Context: an optimization exercise on an open-source flow, tuned for small area. The choices shown serve that exercise and are no tape-out recipe. Function was checked by simulation only, so behaviour that the tests miss may differ from the original. Power is estimated from default activity; no workload was simulated.

## queue_non_fsm
module queue_non_fsm(
    clk,
    reset,
    data_in,
    write_to_stack,
    read_from_stack,
    stack_full,
    stack_empty,
    data_out
    );
Size: about 480 cells after synthesis, roughly 270 flip-flops, ~22 I/O pins, roughly 0.0096 mm² of cells after synthesis.
export LEC_CHECK = 0
export CAP_MARGIN = 20
export CORE_MARGIN = 2
export CORE_UTILIZATION = 40
export SLEW_MARGIN = 20
export SYNTH_HIERARCHICAL = 1
export SYNTH_MINIMUM_KEEP_SIZE = 0
create_clock -name core_clock -period 5.0 [get_ports {clk}]
standard.sh (not shown) runs the stock make flow with config.mk's settings and CLKGATE_MAP_FILE= SYNTH_SCRIPT=/design/flow/synth_recipe.tcl, a recipe that flattens the netlist after the stock synthesis.
==> flow/flow/run.sh <==
#!/bin/bash
# The standard ORFS layout (standard.sh, unchanged synthesis), with three
# changes to what it builds around the design:
#  - port buffers are the smallest buffer, buf_1;
#  - clock tree synthesis uses small clock buffers and inserts no dummy
#    loads (the tree is still built by CTS; no register gets a skew of
#    its own);
# Each tool's full output is in the ORFS logs under orfs/logs, and make's
# own output in flow_make.log.
set -euo pipefail
export BUFFER_PORTS_ARGS="-buffer_cell sky130_fd_sc_hd__buf_1"
export CTS_ARGS="-sink_clustering_enable -repair_clock_nets -dont_use_dummy_load -buf_list sky130_fd_sc_hd__clkbuf_8 -sink_clustering_size 20 -sink_clustering_max_diameter 50"
bash standard.sh > flow_make.log 2>&1
The first run finished with timing, DRC and antenna clean.
Rerun with:
==> flow/flow/run.sh (replaced) <==
#!/bin/bash
# The standard ORFS layout (standard.sh, with its synthesis unchanged), with
# two changes to what it builds around the design:
#  - the port buffers are the smallest buffer, buf_1;
#  - clock tree synthesis uses clkbuf_8 only, clusters of up to 20 sinks,
#    and inserts no dummy loads. The tree is still built by CTS; no
#    register is given a skew of its own.
# Each tool's full output is in the ORFS logs under orfs/logs; make's own
# output is in flow_make.log.
set -euo pipefail
export BUFFER_PORTS_ARGS="-buffer_cell sky130_fd_sc_hd__buf_1"
export CTS_ARGS="-sink_clustering_enable -repair_clock_nets -dont_use_dummy_load -buf_list sky130_fd_sc_hd__clkbuf_8 -sink_clustering_size 20 -sink_clustering_max_diameter 50"
bash standard.sh > flow_make.log 2>&1
Settings changed: CORE_UTILIZATION 40 to 60.
=> Maximum frequency came out higher by about 6.4%. Cell area came out lower by about 0.8%. Core utilization came out higher by 21 points. Synthesized cell count does not change. Global-route usage came out higher by 7.0 points. Clock skew came out lower by 13 ps. Setup slack gets better by 180 ps. Routed wire length came out lower by 4.3%. Via count came out lower by 2.6%.


Another version of the RTL of queue_non_fsm (not shown whole).
Size in the first run: about 740 cells after synthesis, about 270 flip-flops, about 22 I/O pins, ~9300 um^2 of cells after synthesis.
export LEC_CHECK = 0
export CAP_MARGIN = 20
export CORE_MARGIN = 2
export CORE_UTILIZATION = 60
export SLEW_MARGIN = 20
export SYNTH_HIERARCHICAL = 1
export SYNTH_MINIMUM_KEEP_SIZE = 0
create_clock -name core_clock -period 5.0 [get_ports {clk}]
==> flow/flow/run.sh <==
#!/bin/bash
# The standard ORFS layout (standard.sh, with its synthesis unchanged), with
# these changes to what it builds around the design:
#  - the port buffers are the smallest buffer, buf_1;
#  - clock tree synthesis drives the registers from clkbuf_4 in clusters of
#    up to 10 sinks, with clkbuf_2 above them in the tree, and inserts no
#    dummy loads. The tree is still built by CTS; no register is given a
#    skew of its own;
#  - the buffers ABC inserted are removed at floorplan (repair_design then
#    buffers what needs it), and after global routing repair_timing
#    downsizes gates on paths with slack to spare (RECOVER_POWER).
# Each tool's full output is in the ORFS logs under orfs/logs; make's own
# output is in flow_make.log.
set -euo pipefail
export BUFFER_PORTS_ARGS="-buffer_cell sky130_fd_sc_hd__buf_1"
export CTS_ARGS="-sink_clustering_enable -repair_clock_nets -dont_use_dummy_load -buf_list sky130_fd_sc_hd__clkbuf_4 -root_buf sky130_fd_sc_hd__clkbuf_2 -tree_buf sky130_fd_sc_hd__clkbuf_2 -sink_clustering_size 10 -sink_clustering_max_diameter 40"
export REMOVE_ABC_BUFFERS=1
export RECOVER_POWER=100
bash standard.sh > flow_make.log 2>&1
Edit:
==> flow/run.sh (new file) <==
#!/bin/bash
# synth_recipe.tcl (not shown) runs the flow's synth.tcl, then flattens the netlist and writes it again
# the make line also repeats each setting of config.mk as NAME=value (left out here)
make -C /OpenROAD-flow-scripts/flow DESIGN_CONFIG=/design/flow/config.mk WORK_HOME=/design/flow/orfs CLKGATE_MAP_FILE= SYNTH_SCRIPT=/design/flow/synth_recipe.tcl finish
Settings changed: CTS_BUF_LIST set to sky130_fd_sc_hd__clkbuf_8, CTS_CLUSTER_DIAMETER set to 50, CTS_CLUSTER_SIZE set to 20.
removed: flow/flow/run.sh
removed: flow/standard.sh
Cell area went up by about 4.5%.
Via count is about the same.
Total power went up by about 8%.
Clock skew went down by 80 ps.
Setup slack gains 400 ps.
Core utilization went up by 2.9 points.
Non-clock buffer count does not change.
Edit:
==> flow/flow/run.sh (new file) <==
#!/bin/bash
# The standard ORFS layout (standard.sh, with its synthesis unchanged), with
# these changes to what it builds around the design:
#  - the port buffers are the smallest buffer, buf_1;
#  - clock tree synthesis drives the registers from clkbuf_4 in clusters of
#    up to 10 sinks, with clkbuf_2 above them in the tree, and inserts no
#    dummy loads. The tree is still built by CTS; no register is given a
#    skew of its own;
#  - the buffers ABC inserted are removed at floorplan (repair_design then
#    buffers what needs it), and after global routing repair_timing
#    downsizes gates on paths with slack to spare (RECOVER_POWER).
# Each tool's full output is in the ORFS logs under orfs/logs; make's own
# output is in flow_make.log.
set -euo pipefail
export BUFFER_PORTS_ARGS="-buffer_cell sky130_fd_sc_hd__buf_1"
export CTS_ARGS="-sink_clustering_enable -repair_clock_nets -dont_use_dummy_load -buf_list sky130_fd_sc_hd__clkbuf_4 -root_buf sky130_fd_sc_hd__clkbuf_2 -tree_buf sky130_fd_sc_hd__clkbuf_2 -sink_clustering_size 10 -sink_clustering_max_diameter 40"
export REMOVE_ABC_BUFFERS=1
export RECOVER_POWER=100
bash standard.sh > flow_make.log 2>&1
==> flow/standard.sh (new file) <==
#!/bin/bash
# synth_recipe.tcl (not shown) runs the flow's synth.tcl, then flattens the netlist and writes it again
# the make line also repeats each setting of config.mk as NAME=value (left out here)
make -C /OpenROAD-flow-scripts/flow DESIGN_CONFIG=/design/flow/config.mk WORK_HOME=/design/flow/orfs CLKGATE_MAP_FILE= SYNTH_SCRIPT=/design/flow/synth_recipe.tcl "${@:-finish}"
Settings changed: CORE_UTILIZATION 60 to 70, CTS_BUF_LIST sky130_fd_sc_hd__clkbuf_8 to unset, CTS_CLUSTER_DIAMETER 50 to unset, CTS_CLUSTER_SIZE 20 to unset, PLACE_DENSITY set to 0.85.
removed: flow/run.sh
Outcome: This time the run produced a layout that fails on capacitance limit, slew limit; wire length decreases by about 0.9%; core utilization increases by 6.9 points; final area is lower by 4.8%; count of clock-buffer cells in the layout came out higher by 7; setup slack is better by 200 ps; clock power fell by about 35%; die area drops by about 14%; global-route usage goes up by 3.5 points; synthesized cell count does not change.

[what the ideal ports hide]
How much do the figures lean on ideal ports? The routed layouts below were timed once more, with nothing changed but the port constraints. Step 1 assumes that a clkbuf_16 drives the clock port and a buf_2 every other input. Step 2 adds t to the input delays and takes it off the output delays; t is the mean of the earliest and latest rising clock arrival at the registers after step 1. Input paths then give back, and output paths get back, about the clock's delay inside the block. Slacks: ideal ports / drivers / drivers and shift; pairs: ideal ports / drivers.
| run | t, ns | slack for setup (ns) | worst slew at a driven data input, ns | pins driven straight from the clock port |
|---|---|---|---|---|
| the first run of note 1 | 0.550 | 2.091 / 2.103 / 1.553 | 0.03 | 1 |
| the second run of note 1 | 0.549 | 2.267 / 2.276 / 1.727 | 0.03 | 1 |
| the first run of note 2 | 0.758 | 1.009 / 1.009 / 0.660 | 0.04 | 1 |
| the second run of note 2 | 0.579 | 1.412 / 1.428 / 0.848 | 0.03 | 1 |
| the third run of note 2 | 0.847 | 1.608 / 1.608 / 1.214 | 0.04 | 1 |
For the second run of note 2, which loses most, drivers alone change the setup slack by +0.016 ns; drivers and shift together by -0.564 ns.
